From an optimization exercise on the open Yosys and OpenROAD flow, aimed at small area, a short achievable clock period and few clock cycles per item; shortcuts taken in it are not production practice.

==> flow/design.v (excerpt) <==
module sha1_core (
  input               clk,
  input               rst_n,
  input               din_vld,
  input       [31:0]  din,
  input               use_prec_cv,
  output  reg         busy,
  output  reg         dout_vld,
  output      [159:0] dout
  );
localparam  [31:0]  H0_INIT = 32'h67452301,
                    H1_INIT = 32'hefcdab89,
                    H2_INIT = 32'h98badcfe,
                    H3_INIT = 32'h10325476,
                    H4_INIT = 32'hc3d2e1f0;
localparam  [31:0]  K0 = 32'h5A827999,
                    K1 = 32'h6ED9EBA1,
                    K2 = 32'h8F1BBCDC,
                    K3 = 32'hCA62C1D6;
reg         run;
reg  [6:0]  q;
reg         hv;                    
reg         upc;                   
reg         ld2, l2h, l2i;         
reg         l1h, l1i;              
reg         fch, fpa, fmj;         
reg         fchb, fpab, fmjb;      
reg         k0s, k1s, k2s, k3s;    
reg         drain, dnh;            
reg         dsb, dnhb;             
reg  [4:0]  dni;                   
reg         unrot;                 
wire start  = din_vld & ~busy;
wire upc_in = use_prec_cv & hv;
wire [6:0] qn = start ? 7'd0 : (run ? q + 7'd1 : q);
wire       rn = start | (run & (q != 7'd85));
always @(posedge clk or negedge rst_n) begin
  if (~rst_n) begin
    run      <= 1'b0;
    q        <= 7'd0;
    hv       <= 1'b0;
  ...
For scale: roughly 2600 cells after synthesis, ~870 flip-flops, ~200 I/O pins, ~0.031 mm^2 of cells after synthesis.
==> module sha1_core, before the edit <==
module sha1_core (
  input               clk,
  input               rst_n,
  input               din_vld,
  input       [31:0]  din,
  input               use_prec_cv,
  output  reg         busy,
  output  reg         dout_vld,
  output      [159:0] dout
  );
localparam  [31:0]  H0_INIT = 32'h67452301,
                    H1_INIT = 32'hefcdab89,
                    H2_INIT = 32'h98badcfe,
                    H3_INIT = 32'h10325476,
                    H4_INIT = 32'hc3d2e1f0;
localparam  [31:0]  K0 = 32'h5A827999,
                    K1 = 32'h6ED9EBA1,
                    K2 = 32'h8F1BBCDC,
                    K3 = 32'hCA62C1D6;
reg         run;
reg  [6:0]  q;
reg         hv;                    
reg         upc;                   
reg         ld2, l2h, l2i;         
reg         l1h, l1i;              
reg         fch, fpa, fmj;         
reg         fchb, fpab, fmjb;      
reg         k0s, k1s, k2s, k3s;    
reg         drain, dnh;            
reg         dsb, dnhb;             
reg  [4:0]  dni;                   
reg         unrot;                 
wire start  = din_vld & ~busy;
wire upc_in = use_prec_cv & hv;
wire [6:0] qn = start ? 7'd0 : (run ? q + 7'd1 : q);
wire       rn = start | (run & (q != 7'd85));
always @(posedge clk or negedge rst_n) begin
  if (~rst_n) begin
    run      <= 1'b0;
    q        <= 7'd0;
    hv       <= 1'b0;
    busy     <= 1'b0;
    dout_vld <= 1'b0;
    ld2      <= 1'b0;
    l2h      <= 1'b0;
    l2i      <= 1'b0;
    l1h      <= 1'b0;
    l1i      <= 1'b0;
    fch      <= 1'b0;
    fpa      <= 1'b0;
    fmj      <= 1'b0;
    fchb     <= 1'b0;
    fpab     <= 1'b0;
    fmjb     <= 1'b0;
    dsb      <= 1'b0;
    dnhb     <= 1'b0;
    k0s      <= 1'b0;
    k1s      <= 1'b0;
    k2s      <= 1'b0;
    k3s      <= 1'b0;
    drain    <= 1'b0;
    dnh      <= 1'b0;
    dni      <= 5'd0;
    unrot    <= 1'b0;
  end else begin
    run      <= rn;
    q        <= qn;
    dout_vld <= run & (q == 7'd84);
    if (start) busy <= 1'b1;
    else if (run & (q == 7'd83)) busy <= 1'b0;
    if (run & (q == 7'd80)) hv <= 1'b1;
    ld2   <= start;
    l2h   <= start & upc_in;
    l2i   <= start & ~upc_in;
    l1h   <= ld2 & upc;
    l1i   <= ld2 & ~upc;
    fch   <= rn & (qn >= 7'd1)  & (qn <= 7'd20);
    fpa   <= rn & (((qn >= 7'd21) & (qn <= 7'd40)) | ((qn >= 7'd61) & (qn <= 7'd80)));
    fmj   <= rn & (qn >= 7'd41) & (qn <= 7'd60);
    fchb  <= rn & (qn <= 7'd20);
    fpab  <= rn & ((qn == 7'd0) | ((qn >= 7'd21) & (qn <= 7'd40)) | ((qn >= 7'd61) & (qn <= 7'd80)));
    fmjb  <= rn & ((qn == 7'd0) | ((qn >= 7'd41) & (qn <= 7'd60)));
    dsb   <= rn & (qn >= 7'd80) & (qn <= 7'd85);
    dnhb  <= rn & (qn >= 7'd80) & (qn <= 7'd85) & upc;
    k0s   <= rn & (qn <= 7'd19);
    k1s   <= rn & (qn >= 7'd20) & (qn <= 7'd39);
    k2s   <= rn & (qn >= 7'd40) & (qn <= 7'd59);
    k3s   <= rn & (qn >= 7'd60) & (qn <= 7'd79);
    drain <= rn & (qn >= 7'd80) & (qn <= 7'd84);
    dnh   <= rn & (qn >= 7'd80) & (qn <= 7'd84) & upc;
    dni   <= {(qn == 7'd84), (qn == 7'd83), (qn == 7'd82), (qn == 7'd81), (qn == 7'd80)}
             & {5{rn & ~upc}};
    unrot <= rn & ((qn == 7'd82) | (qn == 7'd83));
  end
end
always @(posedge clk) begin
  if (start) upc <= upc_in;
end
reg  [31:0] w [0:15];
wire [31:0] wx   = w[13] ^ w[8] ^ w[2] ^ w[0];
wire [31:0] wnxt = {wx[30:0], wx[31]};
integer i;
always @(posedge clk) begin
  for (i = 0; i < 15; i = i + 1) w[i] <= w[i+1];
  w[15] <= din_vld ? din : wnxt;
end
reg  [31:0] h0, h1, h2, h3, h4;    
reg  [31:0] a, b, c, g, p;
function [31:0] rep(input s);
  rep = {32{s}};
endfunction
wire [31:0] fx  = a;
wire [31:0] fy  = {b[1:0], b[31:2]};
wire [31:0] fz  = c;
wire [31:0] yz  = fy ^ fz;
wire [31:0] sch = {{16{fchb}}, {16{fch}}};
wire [31:0] spa = {{16{fpab}}, {16{fpa}}};
wire [31:0] smj = {{16{fmjb}}, {16{fmj}}};
wire [31:0] fg  = (sch & fz) | (spa & yz) | (smj & fy & fz);
wire [31:0] fm  = spa | ((sch | smj) & yz);
wire [31:0] f   = fg ^ (fx & fm);
wire [31:0] k = (rep(k0s) & K0) | (rep(k1s) & K1) | (rep(k2s) & K2) | (rep(k3s) & K3);
wire [31:0] ivd = (rep(dni[0]) & H4_INIT) | (rep(dni[1]) & H3_INIT) | (rep(dni[2]) & H2_INIT)
                | (rep(dni[3]) & H1_INIT) | (rep(dni[4]) & H0_INIT);
wire [31:0] a_nxt = {a[26:0], a[31:27]} + g;
wire [31:0] g_nxt = p + f;
wire [31:0] px    = (rep(~ld2) & c) | (rep(l2h) & h4) | (rep(l2i) & H4_INIT);
wire [31:0] sdr   = {{16{dsb}}, {16{drain}}};
wire [31:0] sdh   = {{16{dnhb}}, {16{dnh}}};
wire [31:0] py    = (~sdr & w[15]) | (sdh & h4);
wire [31:0] p_nxt = px + py + (k | ivd);
wire        lda = ld2 | l1h | l1i;
wire [31:0] rh2 = {h2[29:0], h2[31:30]};
wire [31:0] ri2 = {H2_INIT[29:0], H2_INIT[31:30]};
always @(posedge clk) begin
  a <= (rep(~lda) & a_nxt) | (rep(l2h) & h1) | (rep(l2i) & H1_INIT)
                           | (rep(l1h) & h0) | (rep(l1i) & H0_INIT);
  b <= (rep(~ld2) & a) | (rep(l2h) & rh2) | (rep(l2i) & ri2);
  c <= (rep(~ld2) & (unrot ? b : {b[1:0], b[31:2]})) | (rep(l2h) & h3) | (rep(l2i) & H3_INIT);
  g <= g_nxt;
  p <= p_nxt;
  if (drain) begin
    h0 <= p_nxt;
    h1 <= h0;
    h2 <= h1;
    h3 <= h2;
    h4 <= h3;
  end
end
assign dout = {h0, h1, h2, h3, h4};
endmodule
Settings: LEC_CHECK=0, CAP_MARGIN=20, CORE_MARGIN=2, CORE_UTILIZATION=40, SETUP_SLACK_MARGIN=3.8, SLEW_MARGIN=20; clock period 7.0 ns.
run.sh (not shown) runs the stock make flow with config.mk's settings and CLKGATE_MAP_FILE= SYNTH_SCRIPT=/design/flow/synth_recipe.tcl, a recipe that flattens the netlist after the stock synthesis.
==> next run, changes <==
--- a/flow/design.v
+++ b/flow/design.v
@@ -22,14 +22,12 @@
 reg         hv;                    
 reg         upc;                   
 reg         ld2, l2h, l2i;         
 reg         l1h, l1i;              
 reg         fch, fpa, fmj;         
-reg         fchb, fpab, fmjb;      
 reg         k0s, k1s, k2s, k3s;    
 reg         drain, dnh;            
-reg         dsb, dnhb;             
 reg  [4:0]  dni;                   
 reg         unrot;                 
 wire start  = din_vld & ~busy;
 wire upc_in = use_prec_cv & hv;
 wire [6:0] qn = start ? 7'd0 : (run ? q + 7'd1 : q);
@@ -47,15 +45,10 @@
     l1h      <= 1'b0;
     l1i      <= 1'b0;
     fch      <= 1'b0;
     fpa      <= 1'b0;
     fmj      <= 1'b0;
-    fchb     <= 1'b0;
-    fpab     <= 1'b0;
-    fmjb     <= 1'b0;
-    dsb      <= 1'b0;
-    dnhb     <= 1'b0;
     k0s      <= 1'b0;
     k1s      <= 1'b0;
     k2s      <= 1'b0;
     k3s      <= 1'b0;
     drain    <= 1'b0;
@@ -75,15 +68,10 @@
     l1h   <= ld2 & upc;
     l1i   <= ld2 & ~upc;
     fch   <= rn & (qn >= 7'd1)  & (qn <= 7'd20);
     fpa   <= rn & (((qn >= 7'd21) & (qn <= 7'd40)) | ((qn >= 7'd61) & (qn <= 7'd80)));
     fmj   <= rn & (qn >= 7'd41) & (qn <= 7'd60);
-    fchb  <= rn & (qn <= 7'd20);
-    fpab  <= rn & ((qn == 7'd0) | ((qn >= 7'd21) & (qn <= 7'd40)) | ((qn >= 7'd61) & (qn <= 7'd80)));
-    fmjb  <= rn & ((qn == 7'd0) | ((qn >= 7'd41) & (qn <= 7'd60)));
-    dsb   <= rn & (qn >= 7'd80) & (qn <= 7'd85);
-    dnhb  <= rn & (qn >= 7'd80) & (qn <= 7'd85) & upc;
     k0s   <= rn & (qn <= 7'd19);
     k1s   <= rn & (qn >= 7'd20) & (qn <= 7'd39);
     k2s   <= rn & (qn >= 7'd40) & (qn <= 7'd59);
     k3s   <= rn & (qn >= 7'd60) & (qn <= 7'd79);
     drain <= rn & (qn >= 7'd80) & (qn <= 7'd84);
@@ -111,26 +99,21 @@
 endfunction
 wire [31:0] fx  = a;
 wire [31:0] fy  = {b[1:0], b[31:2]};
 wire [31:0] fz  = c;
 wire [31:0] yz  = fy ^ fz;
-wire [31:0] sch = {{16{fchb}}, {16{fch}}};
-wire [31:0] spa = {{16{fpab}}, {16{fpa}}};
-wire [31:0] smj = {{16{fmjb}}, {16{fmj}}};
-wire [31:0] fg  = (sch & fz) | (spa & yz) | (smj & fy & fz);
-wire [31:0] fm  = spa | ((sch | smj) & yz);
+wire [31:0] fg  = (rep(fch) & fz) | (rep(fpa) & yz) | (rep(fmj) & fy & fz);
+wire [31:0] fm  = rep(fpa) | (rep(fch | fmj) & yz);
 wire [31:0] f   = fg ^ (fx & fm);
 wire [31:0] k = (rep(k0s) & K0) | (rep(k1s) & K1) | (rep(k2s) & K2) | (rep(k3s) & K3);
 wire [31:0] ivd = (rep(dni[0]) & H4_INIT) | (rep(dni[1]) & H3_INIT) | (rep(dni[2]) & H2_INIT)
                 | (rep(dni[3]) & H1_INIT) | (rep(dni[4]) & H0_INIT);
 wire [31:0] a_nxt = {a[26:0], a[31:27]} + g;
 wire [31:0] g_nxt = p + f;
 wire [31:0] px    = (rep(~ld2) & c) | (rep(l2h) & h4) | (rep(l2i) & H4_INIT);
-wire [31:0] sdr   = {{16{dsb}}, {16{drain}}};
-wire [31:0] sdh   = {{16{dnhb}}, {16{dnh}}};
-wire [31:0] py    = (~sdr & w[15]) | (sdh & h4);
-wire [31:0] p_nxt = px + py + (k | ivd);
+wire [31:0] py    = (rep(~drain) & w[15]) | (rep(dnh) & h4) | ivd;
+wire [31:0] p_nxt = px + py + k;
 wire        lda = ld2 | l1h | l1i;
 wire [31:0] rh2 = {h2[29:0], h2[31:30]};
 wire [31:0] ri2 = {H2_INIT[29:0], H2_INIT[31:30]};
 always @(posedge clk) begin
   a <= (rep(~lda) & a_nxt) | (rep(l2h) & h1) | (rep(l2i) & H1_INIT)
Worst hold slack gains 0.015 ns. Global-route usage rose by 0.10 points. Flip-flop and latch count fell by 5. First-iteration DRC count fell by 14%. Final cell count fell by 1.4%.
No functional check of the RTL was part of any run of this note.

what the ideal ports hide:
The results above use ideal ports. As a check the final layouts listed here were re-extracted and re-timed, cells and wires unchanged.
Step 1: set_driving_cell puts a clkbuf_16 on clk and a buf_2 on each other input, an assumption about the parent block.
Step 2 adds t to the input delays and takes it off the output delays; t is the mean of the earliest and latest rising clock arrival at the registers after step 1. Input paths then give back, and output paths get back, about the clock's delay inside the block.
a / b / c = ideal ports / drivers / drivers and shift; a / b = the first two.
run | t, ns | slack for setup (ns) | clock arrival spread, ns | worst register clock-pin slew, ns
the first run | 0.714 | 3.104 / 3.104 / 3.104 | 0.035 / 0.035 | 0.07 / 0.07
the second run | 0.705 | 3.197 / 3.197 / 3.197 | 0.034 / 0.034 | 0.07 / 0.07
After both steps setup and hold are still met in every run listed.
